This is an optimization exercise on Yosys and OpenROAD, whose aim is small area and a short achievable clock period, not a production implementation.
In this exercise RTL edits were held to simulation tests only and were not proved equivalent to the original.

==> flow/design.v (outline; a module is shown in full before it is edited, if it fits) <==
// module CSA_3_2: 10 lines
// module HA_2_2: 9 lines
// module conv1d: 1244 lines
module conv1d (
    input clk,
    input rst_n,
    input w_valid,
    input [47:0] w_in,
    input [15:0] x,
    input [15:0] b,
    output [31:0] y
);
  // ...
==> flow/run.sh <==
#!/bin/bash
# synth_recipe.tcl (not shown) runs the flow's synth.tcl, then flattens the netlist and writes it again
# the make line also repeats each setting of config.mk as NAME=value (left out here)
make -C /OpenROAD-flow-scripts/flow DESIGN_CONFIG=/design/flow/config.mk WORK_HOME=/design/flow/orfs CLKGATE_MAP_FILE= SYNTH_SCRIPT=/design/flow/synth_recipe.tcl finish
==> flow/config.mk <==
export PLATFORM = sky130hd
export DESIGN_NAME = conv1d
export DESIGN_NICKNAME = conv1d
export VERILOG_FILES = /design/flow/design.v
export SDC_FILE = /design/flow/constraint.sdc
export NUM_CORES = 4
export LEC_CHECK = 0
export CAP_MARGIN = 20
export CORE_MARGIN = 2
export CORE_UTILIZATION = 40
export SETUP_SLACK_MARGIN = 5
export SLEW_MARGIN = 20
export SYNTH_HIERARCHICAL = 1
export SYNTH_MINIMUM_KEEP_SIZE = 0
==> flow/constraint.sdc <==
create_clock -name core_clock -period 10.0 [get_ports {clk}]
set_input_delay 2.0000 -clock core_clock [delete_from_list [all_inputs] [get_ports {clk}]]
set_output_delay 2.0000 -clock core_clock [all_outputs]
set_load 0.01 [all_outputs]
==> flow_summary.ini, run 1 <==
[worst_setup_path]
critPathRequiredTime_ps = 10510
max_stage_delay_ps = 540
ff2ff_path_depth = 15
worstPathMaxFanout = 4
setup.worst_path.class = flop to flop

[global_routing]
grtUsageTotal = 0.229
grt_util_met2 = 0.390
use_met3 = 0.0301
grt_pass1_vias = 22200

[synthesis]
synth_common_cells = xnor2_1 (460), a22oi_1 (361), fa_1 (325)
syn_inst = 2592
synth_mux_area_frac = 0.0202

[cells_and_area]
fin_util = 0.491
design_area_mm2 = 0.0330
buf_share = 0.104
final-instance-count-excl-fill = 3546
buffers = 292
nClkBuffers = 42
layout_common_cells = xnor2_1 (437), a22oi_1 (330), fa_1 (301)
multi_input_cells = 2053

[route]
first_pass_iters = 6
wirelength_um = 90000
wl_per_cell_um = 25.4
top_layer_used = met4
dr_total_vias = 21500
dr_wl_met2_um = 42400
drc = 0

[clocking]
clockBufferDepth = 3
cts_setup_buffers = 40
tritoncts = built

[worst_hold_path]
holdPathStages = 0
min_path_type = flop to flop

[outcome]
status = finished clean

[job]
maxCapViolCount = 0

[timing]
grt_setup_unrepaired = true
worst_slack_ps = 5030
fin_crit_ps = 4970
==> run 2: changes to the inputs <==
--- a/flow/design.v
+++ b/flow/design.v
@@ -13,16 +13,23 @@
     input a,
     input b,
     output cout,
     output sum
 );
   assign sum = a ^ b;
   assign cout = a & b;
 endmodule
+module CPA_32 (
+    input [31:0] a,
+    input [31:0] b,
+    output [31:0] s
+);
+  assign s = a + b;
+endmodule
 `timescale 1ns/1ps
 module conv1d (
     input clk,
     input rst_n,
     input w_valid,
     input [47:0] w_in,
     input [15:0] x,
     input [15:0] b,
@@ -1238,19 +1245,20 @@
   wire m2_396, m2_397;
   CSA_3_2 u_m2_396 (.a(m2_133), .b(m2_338), .cin(m2_337), .cout(m2_397), .sum(m2_396));
   wire m2_398, m2_399;
   CSA_3_2 u_m2_398 (.a(b2[29]), .b(m2_134), .cin(m2_339), .cout(m2_399), .sum(m2_398));
   wire m2_400, m2_401;
   HA_2_2 u_m2_400 (.a(b2[30]), .b(m2_135), .cout(m2_401), .sum(m2_400));
   wire [31:0] m2_402 = {b2[31], m2_400, m2_398, m2_396, m2_394, m2_391, m2_390, m2_388, m2_385, m2_383, m2_381, m2_379, m2_377, m2_375, m2_373, m2_371, m2_369, m2_367, m2_365, m2_363, m2_361, m2_359, m2_357, m2_355, m2_353, m2_351, m2_349, m2_347, m2_345, m2_343, m2_341, m2_340};
   wire [31:0] m2_403 = {m2_401, m2_399, m2_397, m2_395, m2_393, m2_392, m2_389, m2_387, m2_386, m2_384, m2_382, m2_380, m2_378, m2_376, m2_374, m2_372, m2_370, m2_368, m2_366, m2_364, m2_362, m2_360, m2_358, m2_356, m2_354, m2_352, m2_350, m2_348, m2_346, m2_344, m2_342, m2_0};
-  wire [31:0] s0 = m0_376 + m0_377;
-  wire [31:0] s1 = m1_402 + m1_403;
-  wire [31:0] s2 = m2_402 + m2_403;
+  wire [31:0] s0, s1, s2;
+  CPA_32 u_cpa0 (.a(m0_376), .b(m0_377), .s(s0));
+  CPA_32 u_cpa1 (.a(m1_402), .b(m1_403), .s(s1));
+  CPA_32 u_cpa2 (.a(m2_402), .b(m2_403), .s(s2));
   wire [17:0] a2n = a[31:14] + {17'd0, x[15]};
   wire [17:0] b2n = bs[31:14] + {17'd0, x[15]};
   always @(posedge clk or negedge rst_n) begin
     if (!rst_n) begin
       a <= 32'h55560000; a2 <= 32'h55560000;
       bs <= 32'hAAAB0000; b2 <= 32'hAAAB0000;
       yr <= 32'd0;
     end else begin
==> flow_summary.ini, run 2 <==
[outcome]
status = finished clean

[synthesis]
synth_edf_count = 0
postSynth.asyncResetShare = 0.936
synth_common_cells = xnor2_1 (463), a22oi_1 (360), fa_1 (325)
ys_types = 59
yosysWarnings = 7
synthTopCellsByArea = fa_1 (24%), dfrtp_1 (18%), xnor2_1 (15%)
yosysTopAreaCellShare = 0.240
yosysSeqAreaShare = 0.229
avgSynthCellArea_um2 = 10.7
yosys_most_used_dff = dfrtp_1
syn_inst = 2523
yosys_register_bits = 249
yosysMostFrequentCell = xnor2_1
synthesis.area_mm2 = 0.0271
yosysTopAreaCell = fa_1

[die]
die_h_um = 264
die_area_mm2 = 0.0698
row_count = 95
ioPinCount = 115
die_w_um = 264
initial_utilization = 0.403
coreArea_mm2 = 0.0672

[global_routing]
grt_pass1_wl_um = 121000
antenna_found_initial = 0
grt_start_max_net_pins = 114
grt_pass1_vias = 21600
overflow = 0
grtUsageTotal = 0.216

[worst_setup_path]
r2r_setup_slack_ps = 5070
critPathRequiredTime_ps = 10500
start_kind = flop
worstPathMaxFanout = 17
endpoint_kind = flop
setup.worst_path.class = flop to flop
crit_arrival_ps = 5430

[clocking]
ctsHoldBuffers = 0
cts_root_buf = clkbuf_16
tritoncts = built
htreeDepth = 1
clk_pin_slew_ps = 60
cts_buffers = 30
cts_sinks = 249
clockBufferDepth = 3
worstSkewPairLatency_ps = 590

[placed_design]
portBuffers = 114
dp_hpwl_um = 51700
gp_congestion = 0.941

[cells_and_area]
final_nets = 3113
final_common_cell = xnor2_1
drive_above_1_share = 0.163
n_antenna_cell = 0
layout_common_cells = xnor2_1 (453), a22oi_1 (348), fa_1 (325)
fin_util = 0.470
area_growth_syn_to_layout_pct = 16.5

[timing]
finalSetupViolations = 0
fmax_ghz = 0.203
hold_violations = 0
setup_tns_ps = 0
fin_crit_sh = 0.493
finClkSkew_ps = 23.6
grt_setup_unrepaired = true
relSlewSlack = 0.411
worst_slew_pin_slew_ps = 884
fin_crit_ps = 4930
finalMaxSlewViolations = 0

[route]
wl_per_cell_um = 24.7
first_pass_iters = 8
via_per_inst = 6.05
dr_total_vias = 20800
ant_nets = 0
wirelength_um = 84900
drc = 0
first_iter_violations = 2213

[job]
maxCapViolCount = 0

[worst_hold_path]
min_path_type = flop to flop
run 2: cell types whose count changed in the layout (fill, tap and decap cells not counted), moves of 19 or more:
| cell | before | now |
|---|---|---|
| buf_4 | 105 | 61 |
| fa_1 | 301 | 325 |
| fa_2 | 24 | 0 |
| nand2_1 | 100 | 77 |
| a21oi_1 | 74 | 94 |
| ha_1 | 126 | 146 |
| a22oi_2 | 31 | 12 |
run 2: kinds of logic after synthesis:
kind of cell               Yosys count  share of synthesized area
DFF                                249                      0.229
other                                1                   0.000138
xor gates and xnor gates           534                      0.173
adders and majority gates          488                      0.315
AOI/OAI and AO/OA                  673                      0.174
muxes                               48                     0.0200
and+or+nand+nor                    252                     0.0480
buffers and inverters              278                     0.0416
run 2: critical path, cell delays in order, from the launching register on:
cell and delay, ps:
dfrtp_2 630, a22oi_1 170, xnor2_1 240, fa_1 500, fa_1 430, fa_1 530, fa_1 420, ha_1 400
a21oi_1 400, nor3b_1 300, a31oi_2 90, o211ai_2 150, o21ai_2 150, a221oi_2 270, xnor2_1 150
run 2: modules after synthesis, one instance, submodules excluded:
| module | times used | cells | cell area [um^2] | flip-flops and latches |
|---|---|---|---|---|
| HA_2_2 | 64 | 1 | 12.5 | 0 |
| CSA_3_2 | 322 | 1 | 20.0 | 0 |
| conv1d | 1 | 1474 | 15000 | 249 |
| CPA_32 | 3 | 221 | 1600 | 0 |
run 2: cell type report:
type | instances | area, um^2
Inverter | 26 | 97.6
Clock inverter | 11 | 91.3
Sequential cell | 249 | 6400
Timing Repair Buffer | 236 | 2860
Fill cell | 5990 | 35600
Tap cell | 873 | 1090
Multi-Input combinational cell | 1999 | 20100
Clock buffer | 45 | 868
run 2: final timing paths:
path                            startpoint  endpoint  depth (start not counted)
min in group asynchronous            rst_n     yr[9]                          1
worst min register to register      bs[12]    b2[12]                          0
worst min-delay path                bs[12]    b2[12]                          0
worst max register to register       w1[5]    bs[30]                         14
max in group asynchronous            rst_n     w1[8]                          2
worst max-delay path                 w1[5]    bs[30]                         14
run 2: metrics by stage:
step | hold WS, ps | area, um^2 | worst slack [ps] | cells
2_1_floorplan | 331 | 27100 | 5280 | 2526
5_1_grt | 350 | 31500 | 4880 | 3439
3_5_place_dp | 335 | 28600 | 4230 | 3291
6_report | 341 | 31500 | 5070 | 3439
3_3_place_gp | 332 | 28600 | 4240 | 3291
4_1_cts | 346 | 30000 | 4970 | 3353
run 2: repair_timing:
action,CTS,global route
setup endpoints to repair,44,29
buffers inserted,6,60
resized for setup,138,124
cloned,0,26
pin swaps,2,19
run 2: per-layer routing:
| metal | global-route usage | up-vias | wire, um |
|---|---|---|---|
| li1 | - | 8860 | - |
| met3 | 0.0325 | 220 | 8170 |
| met1 | 0.282 | 10600 | 34700 |
| met2 | 0.369 | 1156 | 39300 |
| met4 | 0.0700 | 0 | 2790 |
| met5 | 0 | - | 0 |
==> run 3: changes to the inputs <==
--- a/flow/design.v
+++ b/flow/design.v
@@ -23,7 +23,200 @@
     input [31:0] b,
     output [31:0] s
 );
-  assign s = a + b;
+  wire [31:0] p0 = a ^ b;
+  wire [31:0] g0 = a & b;
+  wire G0 = g0[1] | (p0[1] & g0[0]);
+  wire P0 = p0[1] & p0[0];
+  wire G1 = g0[3] | (p0[3] & g0[2]);
+  wire P1 = p0[3] & p0[2];
+  wire G2 = g0[5] | (p0[5] & g0[4]);
+  wire P2 = p0[5] & p0[4];
+  wire G3 = g0[7] | (p0[7] & g0[6]);
+  wire P3 = p0[7] & p0[6];
+  wire G4 = g0[9] | (p0[9] & g0[8]);
+  wire P4 = p0[9] & p0[8];
+  wire G5 = g0[11] | (p0[11] & g0[10]);
+  wire P5 = p0[11] & p0[10];
+  wire G6 = g0[13] | (p0[13] & g0[12]);
+  wire P6 = p0[13] & p0[12];
+  wire G7 = g0[15] | (p0[15] & g0[14]);
+  wire P7 = p0[15] & p0[14];
+  wire G8 = g0[17] | (p0[17] & g0[16]);
+  wire P8 = p0[17] & p0[16];
+  wire G9 = g0[19] | (p0[19] & g0[18]);
+  wire P9 = p0[19] & p0[18];
+  wire G10 = g0[21] | (p0[21] & g0[20]);
+  wire P10 = p0[21] & p0[20];
+  wire G11 = g0[23] | (p0[23] & g0[22]);
+  wire P11 = p0[23] & p0[22];
+  wire G12 = g0[25] | (p0[25] & g0[24]);
+  wire P12 = p0[25] & p0[24];
+  wire G13 = g0[27] | (p0[27] & g0[26]);
+  wire P13 = p0[27] & p0[26];
+  wire G14 = g0[29] | (p0[29] & g0[28]);
+  wire P14 = p0[29] & p0[28];
+  wire G15 = g0[31] | (p0[31] & g0[30]);
+  wire P15 = p0[31] & p0[30];
+  wire G16 = g0[2] | (p0[2] & G0);
+  wire P16 = p0[2] & P0;
+  wire G17 = G1 | (P1 & G0);
+  wire P17 = P1 & P0;
+  wire G18 = g0[6] | (p0[6] & G2);
+  wire P18 = p0[6] & P2;
+  wire G19 = G3 | (P3 & G2);
+  wire P19 = P3 & P2;
+  wire G20 = g0[10] | (p0[10] & G4);
+  wire P20 = p0[10] & P4;
+  wire G21 = G5 | (P5 & G4);
+  wire P21 = P5 & P4;
+  wire G22 = g0[14] | (p0[14] & G6);
+  wire P22 = p0[14] & P6;
+  wire G23 = G7 | (P7 & G6);
+  wire P23 = P7 & P6;
+  wire G24 = g0[18] | (p0[18] & G8);
+  wire P24 = p0[18] & P8;
+  wire G25 = G9 | (P9 & G8);
+  wire P25 = P9 & P8;
+  wire G26 = g0[22] | (p0[22] & G10);
+  wire P26 = p0[22] & P10;
+  wire G27 = G11 | (P11 & G10);
+  wire P27 = P11 & P10;
+  wire G28 = g0[26] | (p0[26] & G12);
+  wire P28 = p0[26] & P12;
+  wire G29 = G13 | (P13 & G12);
+  wire P29 = P13 & P12;
+  wire G30 = g0[30] | (p0[30] & G14);
+  wire P30 = p0[30] & P14;
+  wire G31 = G15 | (P15 & G14);
+  wire P31 = P15 & P14;
+  wire G32 = g0[4] | (p0[4] & G17);
+  wire P32 = p0[4] & P17;
+  wire G33 = G2 | (P2 & G17);
+  wire P33 = P2 & P17;
+  wire G34 = G18 | (P18 & G17);
+  wire P34 = P18 & P17;
+  wire G35 = G19 | (P19 & G17);
+  wire P35 = P19 & P17;
+  wire G36 = g0[12] | (p0[12] & G21);
+  wire P36 = p0[12] & P21;
+  wire G37 = G6 | (P6 & G21);
+  wire P37 = P6 & P21;
+  wire G38 = G22 | (P22 & G21);
+  wire P38 = P22 & P21;
+  wire G39 = G23 | (P23 & G21);
+  wire P39 = P23 & P21;
+  wire G40 = g0[20] | (p0[20] & G25);
+  wire P40 = p0[20] & P25;
+  wire G41 = G10 | (P10 & G25);
+  wire P41 = P10 & P25;
+  wire G42 = G26 | (P26 & G25);
+  wire P42 = P26 & P25;
+  wire G43 = G27 | (P27 & G25);
+  wire P43 = P27 & P25;
+  wire G44 = g0[28] | (p0[28] & G29);
+  wire P44 = p0[28] & P29;
+  wire G45 = G14 | (P14 & G29);
+  wire P45 = P14 & P29;
+  wire G46 = G30 | (P30 & G29);
+  wire P46 = P30 & P29;
+  wire G47 = G31 | (P31 & G29);
+  wire P47 = P31 & P29;
+  wire G48 = g0[8] | (p0[8] & G35);
+  wire P48 = p0[8] & P35;
+  wire G49 = G4 | (P4 & G35);
+  wire P49 = P4 & P35;
+  wire G50 = G20 | (P20 & G35);
+  wire P50 = P20 & P35;
+  wire G51 = G21 | (P21 & G35);
+  wire P51 = P21 & P35;
+  wire G52 = G36 | (P36 & G35);
+  wire P52 = P36 & P35;
+  wire G53 = G37 | (P37 & G35);
+  wire P53 = P37 & P35;
+  wire G54 = G38 | (P38 & G35);
+  wire P54 = P38 & P35;
+  wire G55 = G39 | (P39 & G35);
+  wire P55 = P39 & P35;
+  wire G56 = g0[24] | (p0[24] & G43);
+  wire P56 = p0[24] & P43;
+  wire G57 = G12 | (P12 & G43);
+  wire P57 = P12 & P43;
+  wire G58 = G28 | (P28 & G43);
+  wire P58 = P28 & P43;
+  wire G59 = G29 | (P29 & G43);
+  wire P59 = P29 & P43;
+  wire G60 = G44 | (P44 & G43);
+  wire P60 = P44 & P43;
+  wire G61 = G45 | (P45 & G43);
+  wire P61 = P45 & P43;
+  wire G62 = G46 | (P46 & G43);
+  wire P62 = P46 & P43;
+  wire G63 = G47 | (P47 & G43);
+  wire P63 = P47 & P43;
+  wire G64 = g0[16] | (p0[16] & G55);
+  wire P64 = p0[16] & P55;
+  wire G65 = G8 | (P8 & G55);
+  wire P65 = P8 & P55;
+  wire G66 = G24 | (P24 & G55);
+  wire P66 = P24 & P55;
+  wire G67 = G25 | (P25 & G55);
+  wire P67 = P25 & P55;
+  wire G68 = G40 | (P40 & G55);
+  wire P68 = P40 & P55;
+  wire G69 = G41 | (P41 & G55);
+  wire P69 = P41 & P55;
+  wire G70 = G42 | (P42 & G55);
+  wire P70 = P42 & P55;
+  wire G71 = G43 | (P43 & G55);
+  wire P71 = P43 & P55;
+  wire G72 = G56 | (P56 & G55);
+  wire P72 = P56 & P55;
+  wire G73 = G57 | (P57 & G55);
+  wire P73 = P57 & P55;
+  wire G74 = G58 | (P58 & G55);
+  wire P74 = P58 & P55;
+  wire G75 = G59 | (P59 & G55);
+  wire P75 = P59 & P55;
+  wire G76 = G60 | (P60 & G55);
+  wire P76 = P60 & P55;
+  wire G77 = G61 | (P61 & G55);
+  wire P77 = P61 & P55;
+  wire G78 = G62 | (P62 & G55);
+  wire P78 = P62 & P55;
+  wire G79 = G63 | (P63 & G55);
+  wire P79 = P63 & P55;
+  assign s[0] = p0[0];
+  assign s[1] = p0[1] ^ g0[0];
+  assign s[2] = p0[2] ^ G0;
+  assign s[3] = p0[3] ^ G16;
+  assign s[4] = p0[4] ^ G17;
+  assign s[5] = p0[5] ^ G32;
+  assign s[6] = p0[6] ^ G33;
+  assign s[7] = p0[7] ^ G34;
+  assign s[8] = p0[8] ^ G35;
+  assign s[9] = p0[9] ^ G48;
+  assign s[10] = p0[10] ^ G49;
+  assign s[11] = p0[11] ^ G50;
+  assign s[12] = p0[12] ^ G51;
+  assign s[13] = p0[13] ^ G52;
+  assign s[14] = p0[14] ^ G53;
+  assign s[15] = p0[15] ^ G54;
+  assign s[16] = p0[16] ^ G55;
+  assign s[17] = p0[17] ^ G64;
+  assign s[18] = p0[18] ^ G65;
+  assign s[19] = p0[19] ^ G66;
+  assign s[20] = p0[20] ^ G67;
+  assign s[21] = p0[21] ^ G68;
+  assign s[22] = p0[22] ^ G69;
+  assign s[23] = p0[23] ^ G70;
+  assign s[24] = p0[24] ^ G71;
+  assign s[25] = p0[25] ^ G72;
+  assign s[26] = p0[26] ^ G73;
+  assign s[27] = p0[27] ^ G74;
+  assign s[28] = p0[28] ^ G75;
+  assign s[29] = p0[29] ^ G76;
+  assign s[30] = p0[30] ^ G77;
+  assign s[31] = p0[31] ^ G78;
 endmodule
 `timescale 1ns/1ps
 module conv1d (
==> flow/flow/run.sh (new file) <==
#!/bin/bash
# Standard layout, with plain buf_1 cells as the port buffers instead of
# the delay buffers that buffer_ports picks by default.
cp standard.sh standard_sh_copy.log
export BUFFER_PORTS_ARGS="-buffer_cell sky130_fd_sc_hd__buf_1"
bash standard.sh > standard.log 2>&1
==> flow/standard.sh (new file) <==
#!/bin/bash
# synth_recipe.tcl (not shown) runs the flow's synth.tcl, then flattens the netlist and writes it again
# the make line also repeats each setting of config.mk as NAME=value (left out here)
make -C /OpenROAD-flow-scripts/flow DESIGN_CONFIG=/design/flow/config.mk WORK_HOME=/design/flow/orfs CLKGATE_MAP_FILE= SYNTH_SCRIPT=/design/flow/synth_recipe.tcl "${@:-finish}"
removed: flow/run.sh
==> flow_summary.ini, run 3 <==
[global_routing]
antenna_found_initial = 0
grt_pass1_wl_um = 120000
grt_pass1_vias = 21600
overflow = 0
grt_start_max_net_pins = 70
grtUsageTotal = 0.216

[cells_and_area]
n_antenna_cell = 0
drive_above_1_share = 0.189
final_nets = 3134
regArea_mm2 = 0.00643
multi_input_area_mm2 = 0.0198
layout_common_cells = xnor2_1 (427), a22oi_1 (331), fa_1 (324)
fillers = 5874
area_growth_syn_to_layout_pct = 17.5
final_common_cell = xnor2_1

[clocking]
cts_root_buf = clkbuf_16
clk_pin_slew_ps = 70
worstSkewPairLatency_ps = 610
htreeDepth = 1
ctsHoldBuffers = 0
cts_buffers = 31
clockBufferDepth = 3
tritoncts = built
cts_sinks = 249

[worst_setup_path]
r2r_setup_slack_ps = 5040
start_kind = flop
critPathRequiredTime_ps = 10510
endpoint_kind = flop
worstPathMaxFanout = 12
crit_arrival_ps = 5470
ff2ff_path_depth = 16
startpoint = dtwo[0]
r2r-start = dtwo[0]
setup.worst_path.class = flop to flop
r2r_end = bs[31]

[synthesis]
synthTopCellsByArea = fa_1 (25%), dfrtp_1 (19%), xnor2_1 (14%)
ys_types = 57
syn_inst = 2466
synth_common_cells = xnor2_1 (442), a22oi_1 (360), fa_1 (337)
yosysSeqAreaShare = 0.231
yosys_register_bits = 249
synth_edf_count = 0
yosysWarnings = 7
yosys_most_used_dff = dfrtp_1
yosysMostFrequentCell = xnor2_1
yosysTopAreaCellShare = 0.252
synthesis.area_mm2 = 0.0268
postSynth.asyncResetShare = 0.936
yosysTopAreaCell = fa_1
avgSynthCellArea_um2 = 10.9

[worst_hold_path]
hp-start = a[11]
hold_end = a2[11]
min_path_type = flop to flop
holdPathStages = 0

[placed_design]
portBuffers = 114
dp_hpwl_um = 46800
pre_cts_slack_ps = 4220
gp_congestion = 0.841

[route]
via_per_inst = 5.98
wirelength_um = 83300
ant_nets = 0
first_iter_violations = 2275
wl_met3_um = 8260
dr_total_vias = 20600
first_pass_iters = 8
dr_wl_met2_um = 38400
wl_met1_um = 33300
top_layer_used = met4
drc = 0
wl_per_cell_um = 24.2

[timing]
finClkSkew_ps = 27.8
fin_crit_ps = 4960
worst_slack_ps = 5040
hold_violations = 0
setup_tns_ps = 0
fin_crit_sh = 0.496
relSlewSlack = 0.388
grt_setup_unrepaired = true
finalMaxSlewViolations = 0
fmax_ghz = 0.202
worst_slew_pin_slew_ps = 918
finalSetupViolations = 0

[outcome]
status = finished clean

[die]
die_area_mm2 = 0.0690
die_w_um = 263
ioPinCount = 115
coreArea_mm2 = 0.0660
die_h_um = 263
row_count = 94
initial_utilization = 0.406

[job]
maxCapViolCount = 0
## run 3: worst max path at each step
stage,endpoint,slack (ps),cells after the start
after floorplan,yr[30],5100,15
final,bs[31],5040,16
after global placement,bs[28],4280,12
after global routing,bs[31],4900,16
after CTS,bs[31],5000,13
after detailed placement,yr[28],4220,13
## run 3: per-module statistics from Yosys (local to each module, per instance)
| module | flip-flops and latches | times used | cells inside |
|---|---|---|---|
| CPA_32 | 0 | 3 | 202 |
| CSA_3_2 | 0 | 322 | 1 |
| HA_2_2 | 0 | 64 | 1 |
| conv1d | 249 | 1 | 1474 |
## run 3: area by class of cell
cell class	instances	area share
Timing Repair Buffer	289	0.0875
Sequential cell	249	0.204
Clock buffer	39	0.0269
Clock inverter	19	0.00867
Inverter	80	0.00954
Tap cell	864	0.0344
Multi-Input combinational cell	1903	0.629
## run 3: worst max-delay path: stages (launching register included)
cell and delay (ps):
dfxtp_4 370, bufbuf_16 310, a22oi_1 260, xnor2_1 210
fa_1 500, fa_1 460, fa_1 540, fa_1 420
ha_1 360, inv_1 70, o21bai_1 240, a221oi_4 100
buf_4 180, buf_4 140, a211oi_2 370, nor3_1 120
a211oi_2 210
## run 3: metal layers
layer	up-vias	global-route usage
met2	1152	0.364
met5	-	0
li1	8736	-
met4	0	0.0707
met1	10500	0.285
met3	238	0.0334
## run 3: repair_timing
| action | CTS | global route |
|---|---|---|
| hold endpoints to repair | 0 | 0 |
| pin swaps | 3 | 42 |
| gates cloned | 11 | 20 |
| buffers inserted | 24 | 92 |
| endpoints found under the setup margin | 50 | 41 |
| resized for setup | 151 | 141 |
## run 3: cell families (layout without fill, tap and decap cells)
family,count (synthesis),after routing,synth area share
other,1,4,0.000140
and+or+nand+nor,273,273,0.0523
muxes,48,48,0.0202
adders and majority gates,497,497,0.327
xor gates and xnor gates,498,498,0.163
AOI/OAI and AO/OA,583,583,0.159
buffers and inverters,317,427,0.0470
DFF,249,249,0.231
## run 3: through the flow
| step | hold WS, ps | instance area [um^2] | cells | utilization |
|---|---|---|---|---|
| final | 345 | 31500 | 3443 | 0.477 |
| after floorplan | 331 | 26800 | 2469 | - |
| after detailed placement | 335 | 27600 | 3238 | 0.418 |
| after CTS | 348 | 29700 | 3331 | 0.450 |
| after global routing | 345 | 31500 | 3443 | 0.477 |
| after global placement | 331 | 27600 | 3238 | 0.418 |
==> run 4: changes to the inputs <==
==> flow/run.sh (new file) <==
#!/bin/bash
# synth_recipe.tcl (not shown) runs the flow's synth.tcl, then flattens the netlist and writes it again
# the make line also repeats each setting of config.mk as NAME=value (left out here)
make -C /OpenROAD-flow-scripts/flow DESIGN_CONFIG=/design/flow/config.mk WORK_HOME=/design/flow/orfs CLKGATE_MAP_FILE= SYNTH_SCRIPT=/design/flow/synth_recipe.tcl finish
removed: flow/flow/run.sh
removed: flow/standard.sh
==> flow_summary.ini, run 4 <==
[clocking]
clockBufferDepth = 3
cts_root_buf = clkbuf_16
htreeDepth = 1
cts_buffers = 31
clk_pin_slew_ps = 60
worstSkewPairLatency_ps = 580
tritoncts = built
cts_sinks = 249

[cells_and_area]
regArea_mm2 = 0.00641
area_growth_syn_to_layout_pct = 17.2
final_common_cell = xnor2_1
layout_common_cells = xnor2_1 (433), a22oi_1 (343), fa_1 (327)
n_antenna_cell = 0
multi_input_area_mm2 = 0.0196
design_area_mm2 = 0.0314
drive_above_1_share = 0.166
fillers = 5875
final_nets = 3105

[synthesis]
syn_inst = 2466
ys_types = 57
synth_common_cells = xnor2_1 (442), a22oi_1 (360), fa_1 (337)
yosys_most_used_dff = dfrtp_1
yosysWarnings = 7
postSynth.asyncResetShare = 0.936
synth_edf_count = 0
yosysSeqAreaShare = 0.231
yosysTopAreaCell = fa_1
synthesis.area_mm2 = 0.0268
avgSynthCellArea_um2 = 10.9
yosys_register_bits = 249
synthTopCellsByArea = fa_1 (25%), dfrtp_1 (19%), xnor2_1 (14%)
yosysTopAreaCellShare = 0.252
yosysMostFrequentCell = xnor2_1

[placed_design]
placed_area_mm2 = 0.0283
gp_congestion = 0.853
portBuffers = 114
dp_hpwl_um = 47700

[die]
coreArea_mm2 = 0.0660
initial_utilization = 0.406
ioPinCount = 115
row_count = 94
die_h_um = 263
die_w_um = 263
die_area_mm2 = 0.0690

[job]
maxCapViolCount = 0

[global_routing]
grt_start_max_net_pins = 116
grt_pass1_wl_um = 118000
overflow = 0
grt_pass1_vias = 21300
antenna_found_initial = 0
grtUsageTotal = 0.214

[timing]
setup_tns_ps = 0
hold_violations = 0
finalSetupViolations = 0
worst_slew_pin_slew_ps = 902
fin_crit_sh = 0.494
grt_setup_unrepaired = true
finalMaxSlewViolations = 0
relSlewSlack = 0.399
fmax_ghz = 0.202
finClkSkew_ps = 15.7
fin_crit_ps = 4940

[route]
wirelength_um = 80900
first_iter_violations = 1980
drc = 0
ant_nets = 0
first_pass_iters = 6
via_per_inst = 5.90
wl_per_cell_um = 23.7
dr_total_vias = 20100

[worst_setup_path]
endpoint_kind = flop
start_kind = flop
worstPathMaxFanout = 14
critPathRequiredTime_ps = 10470
crit_arrival_ps = 5410
setup.worst_path.class = flop to flop

[worst_hold_path]
min_path_type = flop to flop

[outcome]
status = finished clean
run 4: changes by cell type in the layout (fill, tap and decap cells not counted), moves of 9 or more:
cell and delta:
buf_1 -112, clkdlybuf4s50_1 +112, a22oi_1 +12, a22oi_2 -12
buf_4 -12, clkbuf_4 -9
run 4: stage by stage:
stage | instances | hold WS [ps] | worst slack [ps] | util
2_1_floorplan | 2469 | 331 | 5100 | -
3_3_place_gp | 3238 | 334 | 4370 | 0.429
3_5_place_dp | 3238 | 335 | 4260 | 0.429
4_1_cts | 3328 | 333 | 5000 | 0.457
5_1_grt | 3413 | 342 | 4930 | 0.476
6_report | 3413 | 341 | 5060 | 0.476
run 4: path summary, 6_finish.rpt:
path                       startpoint     end  slack (ps)  cells past startpoint
min reg2reg                      a[3]   a2[3]         340                      0
max in group asynchronous       rst_n  w1[11]        6290                      3
min                              a[3]   a2[3]         340                      0
max                           dtwo[7]  yr[30]        5060                     15
max reg2reg                   dtwo[7]  yr[30]        5060                     15
min in group asynchronous       rst_n   yr[8]        1460                      1
run 4: area by class of cell:
cell class | instances | share of cell area
clock buffers | 44 | 0.0279
clock inverters | 13 | 0.00502
inverters | 80 | 0.00957
multi-input cells | 1903 | 0.624
flip-flops and latches | 249 | 0.204
well taps | 864 | 0.0344
repair buffers | 260 | 0.0945
run 4: kinds of logic after synthesis:
kind of cell / Yosys count / share of synthesized area
compound gates: 583 / 0.159
xor+xnor: 498 / 0.163
fa+ha+maj: 497 / 0.327
buf+inv: 317 / 0.0470
flops: 249 / 0.231
mux: 48 / 0.0202
other cells: 1 / 0.000140
simple gates: 273 / 0.0523
run 4: Yosys stat by module (local to each module, per instance):
module   cell area (um^2)  times used  cells
conv1d              15000           1   1474
CPA_32               1490           3    202
CSA_3_2              20.0         322      1
HA_2_2               12.5          64      1
run 4: worst max-delay path, stage by stage, from the launching register on:
cell and delay (ps):
dfxtp_4 370, buf_12 150, buf_12 160, a22oi_1 200, xnor2_1 140, fa_1 540, fa_1 440, fa_1 490
fa_1 570, ha_4 230, and3_1 210, a221oi_4 300, a22oi_2 140, a221o_1 420, o21a_1 220, o31a_1 240
run 4: what timing repair did:
item                                    in CTS  in global routing
gates cloned                                 4                 17
buffers inserted                            29                 68
gates resized for setup                    149                100
endpoints found under the setup margin      50                 35
hold buffers                                 0                  0
pin swaps                                    4                 30
run 4: layer usage:
metal / vias up / wire, um / global-route usage / part of all wire
li1: 8674 / - / - / -
met1: 10300 / 32900 / 0.274 / 0.41
met2: 954 / 38800 / 0.373 / 0.48
met3: 189 / 6500 / 0.0322 / 0.080
met4: 0 / 2720 / 0.0628 / 0.034
met5: - / 0 / 0 / 0
==> run 5: changes to the inputs <==
--- a/flow/config.mk
+++ b/flow/config.mk
@@ -7,7 +7,8 @@
 export LEC_CHECK = 0
 export CAP_MARGIN = 20
 export CORE_MARGIN = 2
-export CORE_UTILIZATION = 40
+export CORE_UTILIZATION = 65
+export PLACE_DENSITY = 0.75
 export SETUP_SLACK_MARGIN = 5
 export SLEW_MARGIN = 20
 export SYNTH_HIERARCHICAL = 1
==> flow_summary.ini, run 5 <==
[timing]
grt_setup_unrepaired = true
fin_crit_ps = 5040
finalMaxSlewViolations = 0
finalSetupViolations = 0
fin_crit_sh = 0.504
worst_slew_pin_slew_ps = 869
setup_tns_ps = 0
hold_violations = 0
finClkSkew_ps = 21.1
relSlewSlack = 0.418
fmax_ghz = 0.198

[route]
first_iter_violations = 3081
dr_total_vias = 21800
via_per_inst = 7.00
first_pass_iters = 10
ant_nets = 0
wl_per_cell_um = 27.9
wirelength_um = 86600
drc = 0

[placed_design]
dp.cells = 2905
dp_hpwl_um = 44200
gp_congestion = 0.836
portBuffers = 114

[die]
ioPinCount = 115
row_count = 74
die_h_um = 207
initial_utilization = 0.657
die_area_mm2 = 0.0428
coreArea_mm2 = 0.0407
die_w_um = 207

[synthesis]
yosys_register_bits = 249
yosysWarnings = 7
syn_inst = 2466
yosysMostFrequentCell = xnor2_1
ys_types = 57
yosysTopAreaCellShare = 0.252
synth_common_cells = xnor2_1 (442), a22oi_1 (360), fa_1 (337)
avgSynthCellArea_um2 = 10.9
yosysSeqAreaShare = 0.231
yosys_most_used_dff = dfrtp_1
synth_edf_count = 0
synthesis.area_mm2 = 0.0268
yosysTopAreaCell = fa_1
synthTopCellsByArea = fa_1 (25%), dfrtp_1 (19%), xnor2_1 (14%)
postSynth.asyncResetShare = 0.936

[worst_setup_path]
endpoint_kind = flop
setup.worst_path.class = flop to flop
worstPathMaxFanout = 13
start_kind = flop
r2r_setup_slack_ps = 4960
worst_path_most_repeated_cell = fa_1
crit_slowest_cell = fa_1
crit_chain = clkbuf_16 -> a22oi_1 -> xnor2_1 -> fa_1 -> fa_1 -> fa_1 -> fa_1 -> ha_2 -> a21o_1 -> a221oi_4 -> a22oi_2 -> a221o_1 -> o21a_1 -> o31a_1
crit_arrival_ps = 5510
max_stage_delay_ps = 500
critPathRequiredTime_ps = 10460

[global_routing]
antenna_found_initial = 0
grtUsageTotal = 0.343
grt_start_max_net_pins = 101
grt_pass1_vias = 22100
overflow = 0
grt_pass1_wl_um = 115000

[job]
maxCapViolCount = 0

[outcome]
status = finished clean

[cells_and_area]
final_nets = 3132
regArea_mm2 = 0.00642
final-instance-count-excl-fill = 3106
n_antenna_cell = 0
multi_input_area_mm2 = 0.0198
area_growth_syn_to_layout_pct = 18.3
drive_above_1_share = 0.189
layout_common_cells = xnor2_1 (422), a22oi_1 (329), fa_1 (325)
fillers = 2470
final_common_cell = xnor2_1

[clocking]
cts_root_buf = clkbuf_16
clockBufferDepth = 3
htreeDepth = 1
worstSkewPairLatency_ps = 590
cts_sinks = 249
ctsHoldBuffers = 0
clk_pin_slew_ps = 70
cts_buffers = 29
tritoncts = built

[worst_hold_path]
min_path_type = flop to flop
-- run 5: repair_timing --
action                                  CTS  global route
buffers inserted                         24            87
gates cloned                              6            31
endpoints found under the setup margin   48            37
pin swaps                                 5            42
resized for setup                       139           158
-- run 5: kinds of logic after synthesis --
family	count (synthesis)	synth area share
compound gates	583	0.159
xor+xnor	498	0.163
fa+ha+maj	497	0.327
buf+inv	317	0.0470
simple gates	273	0.0523
flops	249	0.231
mux	48	0.0202
other cells	1	0.000140
-- run 5: worst paths after layout --
| path | startpoint | endpoint | depth (start not counted) |
|---|---|---|---|
| max in group asynchronous | rst_n | w1[11] | 2 |
| setup / recovery | done[3] | bs[30] | 14 |
| min in group asynchronous | rst_n | yr[7] | 1 |
| hold / removal | a[12] | a2[12] | 0 |
| setup reg to reg | done[3] | bs[30] | 14 |
| hold reg to reg | a[12] | a2[12] | 0 |
-- run 5: critical path, delay by kind of cell (launching register included) --
kind,cells,cell delay [ps]
DFF,1,440
AOI/OAI and AO/OA,7,1670
buffers and inverters,1,240
adders and majority gates,5,2200
xor gates and xnor gates,1,360
-- run 5: cell type report --
class	instances	area share
clock buffers	35	0.0246
clock inverters	18	0.00711
inverters	80	0.00948
multi-input cells	1903	0.625
flip-flops and latches	249	0.203
well taps	532	0.0210
repair buffers	289	0.110
-- run 5: Yosys stat by module (local to each module, per instance) --
module   copies in the design  area [um^2]  cells inside
CPA_32                      3         1490           202
conv1d                      1        15000          1474
HA_2_2                     64         12.5             1
CSA_3_2                   322         20.0             1
-- run 5: through the flow --
step / instance area (um^2) / hold slack [ps] / setup WS [ps] / utilization
6_report: 31700 / 342 / 4960 / 0.777
2_1_floorplan: 26800 / 331 / 5100 / -
4_1_cts: 29600 / 344 / 5010 / 0.728
3_3_place_gp: 27800 / 332 / 4390 / 0.684
5_1_grt: 31700 / 346 / 4800 / 0.777
3_5_place_dp: 27800 / 335 / 4200 / 0.684
-- run 5: routing by layer --
metal  up-vias  share of wire  track usage
met2      1771           0.45        0.582
met4         2          0.070        0.155
met1     10700           0.34        0.422
met3       556           0.14       0.0732
met5         -        0.00065      0.00576
li1       8757              -            -

[afterwards: timing with drivers on the ports]
How much do the figures lean on ideal ports? The routed layouts below were timed once more, with nothing changed but the port constraints. Step 1 (the two cells are an assumption about what drives the block):
set clk [get_ports {clk}]
set_driving_cell -lib_cell sky130_fd_sc_hd__clkbuf_16 $clk
set_driving_cell -lib_cell sky130_fd_sc_hd__buf_2 [delete_from_list [all_inputs] $clk]
Step 2, shift: input delay + t, output delay - t, t = (earliest + latest rising clock arrival at the registers) / 2. This alone moves slack from input paths to output paths. Three values: no drivers, after step 1, after step 2; two values: the first two.
run	t (ns)	setup slack, ns	hold slack, ns
run 1	0.647	5.032 / 5.032 / 5.032	0.341 / 0.341 / 0.341
run 2	0.639	5.069 / 5.069 / 5.069	0.341 / 0.341 / 0.341
run 3	0.651	5.040 / 5.040 / 5.040	0.345 / 0.345 / 0.345
run 4	0.637	5.056 / 5.056 / 5.056	0.341 / 0.341 / 0.341
run 5	0.637	4.955 / 4.955 / 4.955	0.342 / 0.342 / 0.342
After both steps setup and hold are still met in every run listed.
